Source: an optimization exercise on an open RTL-to-GDS flow (aim: small area). Production flows keep margins and buffers that such runs may drop.
Where RTL was checked, it was by simulation tests only, not by an equivalence proof against the original.
Power is estimated from default activity; no workload was simulated.

## queue_non_fsm
module queue_non_fsm(
    clk,
    reset,
    data_in,
    write_to_stack,
    read_from_stack,
    stack_full,
    stack_empty,
    data_out
    );
Settings: LEC_CHECK=0, CAP_MARGIN=20, CORE_MARGIN=2, CORE_UTILIZATION=65, CTS_BUF_LIST=sky130_fd_sc_hd__clkbuf_4, SLEW_MARGIN=20, SYNTH_HIERARCHICAL=1, SYNTH_MINIMUM_KEEP_SIZE=0; clock period 5.0 ns.
run.sh (not shown) runs the stock make flow with config.mk's settings and CLKGATE_MAP_FILE= SYNTH_SCRIPT=/design/flow/synth_recipe.tcl, a recipe that flattens the netlist after the stock synthesis.
==> next run, changes <==
--- a/flow/config.mk
+++ b/flow/config.mk
@@ -10,2 +10 @@
-export CORE_UTILIZATION = 65
-export CTS_BUF_LIST = sky130_fd_sc_hd__clkbuf_4
+export CORE_UTILIZATION = 40
- routed wire length decreases by about 0.7%
- die area increases by 60%
- setup slack gains 0.036 ns
- first-iteration DRC count decreases by 4.5%
- cell count increases by about 9%
- count of clock-buffer cells in the layout decreases by 62
- final area increases by 2.0%
No run of this note included a check of the RTL's function; only the layout flow was run.

* * *

job 434:
queue_non_fsm, a different RTL version from the one above (not shown whole).
Size in the first run: roughly 480 cells after synthesis, ~22 I/O pins, roughly 0.0096 mm2 of cells after synthesis.
// queue_non_fsm
module queue_non_fsm(
    clk,
    reset,
    data_in,
    write_to_stack,
    read_from_stack,
    stack_full,
    stack_empty,
    data_out
    );
export LEC_CHECK = 0
export CAP_MARGIN = 20
export CORE_MARGIN = 2
export CORE_UTILIZATION = 40
export SLEW_MARGIN = 20
export SYNTH_HIERARCHICAL = 1
export SYNTH_MINIMUM_KEEP_SIZE = 0
create_clock -name core_clock -period 5.0 [get_ports {clk}]
standard.sh (not shown) runs the stock make flow with config.mk's settings and CLKGATE_MAP_FILE= SYNTH_SCRIPT=/design/flow/synth_recipe.tcl, a recipe that flattens the netlist after the stock synthesis.
==> flow/flow/run.sh <==
#!/bin/bash
# The standard ORFS layout (standard.sh, unchanged synthesis), with three
# changes to what it builds around the design:
#  - port buffers are the smallest buffer, buf_1;
#  - clock tree synthesis uses small clock buffers and inserts no dummy
#    loads (the tree is still built by CTS; no register gets a skew of
#    its own);
# Each tool's full output is in the ORFS logs under orfs/logs, and make's
# own output in flow_make.log.
set -euo pipefail
export BUFFER_PORTS_ARGS="-buffer_cell sky130_fd_sc_hd__buf_1"
export CTS_ARGS="-sink_clustering_enable -repair_clock_nets -dont_use_dummy_load -buf_list sky130_fd_sc_hd__clkbuf_8 -sink_clustering_size 20 -sink_clustering_max_diameter 50"
bash standard.sh > flow_make.log 2>&1
The final layout from job 434, which completed every stage, passed the timing, DRC and antenna checks at the end of the flow.
The following lists how job 6511 was set up differently from job 434:
==> flow/run.sh (new file) <==
#!/bin/bash
# synth_recipe.tcl (not shown) runs the flow's synth.tcl, then flattens the netlist and writes it again
# the make line also repeats each setting of config.mk as NAME=value (left out here)
make -C /OpenROAD-flow-scripts/flow DESIGN_CONFIG=/design/flow/config.mk WORK_HOME=/design/flow/orfs CLKGATE_MAP_FILE= SYNTH_SCRIPT=/design/flow/synth_recipe.tcl finish
diff --git a/flow/config.mk b/flow/config.mk
--- a/flow/config.mk
+++ b/flow/config.mk
@@ -9,3 +9,6 @@
 export CORE_MARGIN = 2
-export CORE_UTILIZATION = 40
+export CORE_UTILIZATION = 60
+export CTS_BUF_LIST = sky130_fd_sc_hd__clkbuf_8
+export CTS_CLUSTER_DIAMETER = 50
+export CTS_CLUSTER_SIZE = 20
 export SLEW_MARGIN = 20
removed: flow/flow/run.sh
removed: flow/standard.sh
==> comparison <==
- Looking at highest routing layer actually used, the met4 result is from job 434; the met5 one comes from job 6511.
- On number of sequential cells, job 6511 and job 434 are basically level.
- Power: job 6511 draws more than job 434
- Of the two candidates, job 434 has the better smallest setup slack after layout and job 6511 the worse one.
- Comparing job 6511 and job 434, die area is lower on job 6511.
## Diff of input files: job 1757 against job 6511
==> flow/flow/run.sh (new file) <==
#!/bin/bash
# The standard ORFS layout (standard.sh, with its synthesis unchanged), with
# two changes to what it builds around the design:
#  - the port buffers are the smallest buffer, buf_1;
#  - clock tree synthesis uses clkbuf_8 only, clusters of up to 20 sinks,
#    and inserts no dummy loads. The tree is still built by CTS; no
#    register is given a skew of its own.
# Each tool's full output is in the ORFS logs under orfs/logs; make's own
# output is in flow_make.log.
set -euo pipefail
export BUFFER_PORTS_ARGS="-buffer_cell sky130_fd_sc_hd__buf_1"
export CTS_ARGS="-sink_clustering_enable -repair_clock_nets -dont_use_dummy_load -buf_list sky130_fd_sc_hd__clkbuf_8 -sink_clustering_size 20 -sink_clustering_max_diameter 50"
bash standard.sh > flow_make.log 2>&1
==> flow/standard.sh (new file) <==
#!/bin/bash
# synth_recipe.tcl (not shown) runs the flow's synth.tcl, then flattens the netlist and writes it again
# the make line also repeats each setting of config.mk as NAME=value (left out here)
make -C /OpenROAD-flow-scripts/flow DESIGN_CONFIG=/design/flow/config.mk WORK_HOME=/design/flow/orfs CLKGATE_MAP_FILE= SYNTH_SCRIPT=/design/flow/synth_recipe.tcl "${@:-finish}"
diff --git a/flow/config.mk b/flow/config.mk
--- a/flow/config.mk
+++ b/flow/config.mk
@@ -10,5 +10,2 @@
 export CORE_UTILIZATION = 60
-export CTS_BUF_LIST = sky130_fd_sc_hd__clkbuf_8
-export CTS_CLUSTER_DIAMETER = 50
-export CTS_CLUSTER_SIZE = 20
 export SLEW_MARGIN = 20
removed: flow/run.sh
### Flow results
| clock skew | job 1757 vs job 6511 | 0.019 ns higher |. Of job 6511 and job 1757, job 6511 shows the higher clock latency reported for the late side of the worst-skew pair, with job 1757 below it. Re power spent charging and discharging nets: job 6511 and job 1757 aren't equal, and the higher value belongs to job 6511. Job 1757 has more setup slack than job 6511. Via count of the first global-routing pass: job 1757 vs job 6511 down about 0.4%. Synthesized area: job 6511 vs job 1757 identical. Comparing job 1757 against job 6511, there is no change at all in number of nets with antenna violations after detailed routing. The maximum operating frequency in job 1757 sits 13% above the value recorded for job 6511. Re number of stages on the worst setup path: job 1757 is 5 up on job 6511. Job 1757: first-pass iteration count of the detailed router 3 below job 6511. Against job 6511, job 1757 comes in 6.6% lower on power consumption.

* * *

The RTL this note starts from:
==> flow/design.v <==
`timescale 1ns / 1ps
module queue_non_fsm(
    clk,
    reset,
    data_in,
    write_to_stack,
    read_from_stack,
    stack_full,
    stack_empty,
    data_out
    );
    input  [7:0] data_in;
    input        clk,
                 reset,
                 write_to_stack,
                 read_from_stack;
    output       stack_full,
                 stack_empty;
    output [7:0] data_out;
    reg    [7:0] data_out;
    reg [7:0] mem [0:31];
    reg  [5:0] cn;
    wire [5:0] c = ~cn;
    assign stack_empty = c[5];
    assign stack_full  = ~c[5] & (&c[4:0]);
    wire wr = write_to_stack & ~stack_full;
    wire rd = read_from_stack & ~stack_empty & ~wr;
    wire [32:0] sel;
    genvar g;
    generate for (g = 0; g < 32; g = g + 1) begin : dec
        assign sel[g] = rd & (c[4:0] == g);
    end endgenerate
    assign sel[32] = ~rd;
    wire [7:0] rd_next;
    generate for (g = 0; g < 8; g = g + 1) begin : rbit
        wire [32:0] d;
        genvar k;
        for (k = 0; k < 32; k = k + 1) begin : dk
            assign d[k] = mem[k][g];
        end
        assign d[32] = data_out[g];
        wire [10:0] y;
        for (k = 0; k < 11; k = k + 1) begin : t
            aoi222 u (.a1(sel[3*k]),   .a2(d[3*k]),
                      .b1(sel[3*k+1]), .b2(d[3*k+1]),
                      .c1(sel[3*k+2]), .c2(d[3*k+2]), .y(y[k]));
        end
        wire p0, p1, p2;
        nand4 n0 (.a(y[0]), .b(y[1]), .c(y[2]),  .d(y[3]), .y(p0));
        nand4 n1 (.a(y[4]), .b(y[5]), .c(y[6]),  .d(y[7]), .y(p1));
        nand3 n2 (.a(y[8]), .b(y[9]), .c(y[10]),            .y(p2));
        assign rd_next[g] = p0 | p1 | p2;
    end endgenerate
    integer i;
    wire wrn = ~wr;
    wire [7:0] mem_d [0:31];
    generate for (g = 0; g < 32; g = g + 1) begin : word
        genvar b;
        for (b = 0; b < 8; b = b + 1) begin : bits
            ao22 u (.a1(wr),  .a2(g == 0 ? data_in[b] : mem[g == 0 ? 0 : g-1][b]),
                    .b1(wrn), .b2(mem[g][b]), .y(mem_d[g][b]));
        end
    end endgenerate
    always @(posedge clk) begin
        for (i = 0; i < 32; i = i + 1) mem[i] <= mem_d[i];
    end
    always @(posedge clk or posedge reset) begin
        if (reset) begin
            cn       <= 6'b000000;
            data_out <= 8'b0;
        end else begin
            if (wr)      cn <= cn - 6'd1;
            else if (rd) cn <= cn + 6'd1;
            data_out <= rd_next;
        end
    end
endmodule
module aoi222(input a1, a2, b1, b2, c1, c2, output y);
    assign y = ~((a1 & a2) | (b1 & b2) | (c1 & c2));
endmodule
module ao22(input a1, a2, b1, b2, output y);
    assign y = (a1 & a2) | (b1 & b2);
endmodule
module nand4(input a, b, c, d, output y);
    assign y = ~(a & b & c & d);
endmodule
module nand3(input a, b, c, output y);
    assign y = ~(a & b & c);
endmodule
Settings: LEC_CHECK=0, CAP_MARGIN=20, CORE_MARGIN=2, CORE_UTILIZATION=60, SLEW_MARGIN=20, SYNTH_HIERARCHICAL=1, SYNTH_MINIMUM_KEEP_SIZE=0; clock period 5.0 ns.
==> flow/flow/run.sh <==
#!/bin/bash
# The standard ORFS layout (standard.sh, with its synthesis unchanged), with
# these changes to what it builds around the design:
#  - the port buffers are the smallest buffer, buf_1;
#  - clock tree synthesis drives the registers from clkbuf_4 in clusters of
#    up to 10 sinks, with clkbuf_2 above them in the tree, and inserts no
#    dummy loads. The tree is still built by CTS; no register is given a
#    skew of its own;
#  - the buffers ABC inserted are removed at floorplan (repair_design then
#    buffers what needs it), and after global routing repair_timing
#    downsizes gates on paths with slack to spare (RECOVER_POWER).
# Each tool's full output is in the ORFS logs under orfs/logs; make's own
# output is in flow_make.log.
set -euo pipefail
export BUFFER_PORTS_ARGS="-buffer_cell sky130_fd_sc_hd__buf_1"
export CTS_ARGS="-sink_clustering_enable -repair_clock_nets -dont_use_dummy_load -buf_list sky130_fd_sc_hd__clkbuf_4 -root_buf sky130_fd_sc_hd__clkbuf_2 -tree_buf sky130_fd_sc_hd__clkbuf_2 -sink_clustering_size 10 -sink_clustering_max_diameter 40"
export REMOVE_ABC_BUFFERS=1
export RECOVER_POWER=100
bash standard.sh > flow_make.log 2>&1
Edit:
CORE_UTILIZATION = 70   (was 60)
PLACE_DENSITY = 0.85   (was default)
Outcome: With this change the flow produced a layout that fails on capacitance limit, slew limit; non-clock buffer count drops by 1; wire length drops by 2.5%; utilization went up by 9.9 points; via count rose by 2.0%; worst setup slack gets better by 0.60 ns; cell count fell by 1.9%; register-to-register slack is better by 0.60 ns; clock-buffer cell count is lower by 5; sequential power barely changes; die area fell by 14%.
Edit:
==> flow/flow/run.sh (replaced) <==
#!/bin/bash
# The standard ORFS layout (standard.sh, with its synthesis unchanged), with
# two changes to what it builds around the design:
#  - the port buffers are the smallest buffer, buf_1;
#  - clock tree synthesis uses clkbuf_8 only, clusters of up to 20 sinks,
#    and inserts no dummy loads. The tree is still built by CTS; no
#    register is given a skew of its own.
# Each tool's full output is in the ORFS logs under orfs/logs; make's own
# output is in flow_make.log.
set -euo pipefail
export BUFFER_PORTS_ARGS="-buffer_cell sky130_fd_sc_hd__buf_1"
export CTS_ARGS="-sink_clustering_enable -repair_clock_nets -dont_use_dummy_load -buf_list sky130_fd_sc_hd__clkbuf_8 -sink_clustering_size 20 -sink_clustering_max_diameter 50"
bash standard.sh > flow_make.log 2>&1
CORE_UTILIZATION = 60   (was 70)
PLACE_DENSITY = default   (was 0.85)
=> This time the run finished clean; sequential cell count stays the same; clock skew climbs by 0.018 ns; wire length climbs slightly; power climbs slightly; design area climbs slightly.
Edit:
==> flow/run.sh (new file) <==
#!/bin/bash
# synth_recipe.tcl (not shown) runs the flow's synth.tcl, then flattens the netlist and writes it again
# the make line also repeats each setting of config.mk as NAME=value (left out here)
make -C /OpenROAD-flow-scripts/flow DESIGN_CONFIG=/design/flow/config.mk WORK_HOME=/design/flow/orfs CLKGATE_MAP_FILE= SYNTH_SCRIPT=/design/flow/synth_recipe.tcl finish
CTS_BUF_LIST = sky130_fd_sc_hd__clkbuf_8   (was default)
CTS_CLUSTER_DIAMETER = 50   (was default)
CTS_CLUSTER_SIZE = 20   (was default)
removed: flow/flow/run.sh
removed: flow/standard.sh
=>
- The changed run finished with timing, DRC and antenna clean
- fmax is lower by 5.1%
- core utilization grows by 2.5 points
- hold slack is better by 0.020 ns
- via count stays flat
- register-to-register slack gains 0.10 ns
- area after synthesis is unchanged
- final area goes up by 3.7%
- clock power went up by 38%
- sequential cell count is unchanged
- first-iteration DRC count goes up by 3.8%

## afterwards: timing with drivers on the ports
Ports are ideal in the flow. The routed layouts listed here were re-timed in OpenROAD. Step 1: set_driving_cell puts a clkbuf_16 on clk and a buf_2 on each other input, an assumption about the parent block. Step 2 adds t to the input delays and takes it off the output delays; t is the mean of the earliest and latest rising clock arrival at the registers after step 1. Input paths then give back, and output paths get back, about the clock's delay inside the block. a / b / c = no drivers / after step 1 / after step 2; a / b = the first two.
run	shift t [ns]	setup WS [ns]	hold WS [ns]	slew at the worst register clock pin (ns)	cell pins on the clock port's net
the first run of note 1	0.675	1.739 / 1.752 / 1.076	0.421 / 0.421 / 0.421	0.07 / 0.07	1
the second run of note 1	0.564	1.776 / 1.787 / 1.223	0.447 / 0.447 / 0.447	0.07 / 0.07	1
job 434	0.550	2.091 / 2.103 / 1.553	0.394 / 0.394 / 0.394	0.11 / 0.11	1
job 6511	0.584	1.905 / 1.865 / 1.350	0.435 / 0.435 / 0.435	0.12 / 0.12	1
job 1757	0.549	2.267 / 2.276 / 1.727	0.433 / 0.433 / 0.433	0.11 / 0.11	1
the first run of note 3	0.758	1.009 / 1.009 / 0.660	0.259 / 0.240 / 0.463	0.10 / 0.10	1
the second run of note 3	0.847	1.608 / 1.608 / 1.214	0.200 / 0.184 / 0.488	0.11 / 0.11	1
the third run of note 3	0.561	1.596 / 1.596 / 1.153	0.467 / 0.467 / 0.467	0.11 / 0.11	1
the fourth run of note 3	0.579	1.412 / 1.428 / 0.848	0.487 / 0.487 / 0.487	0.12 / 0.12	1
The setup slack of the first run of note 1, which loses most, moves by +0.013 ns with the drivers and by -0.663 ns with both steps.
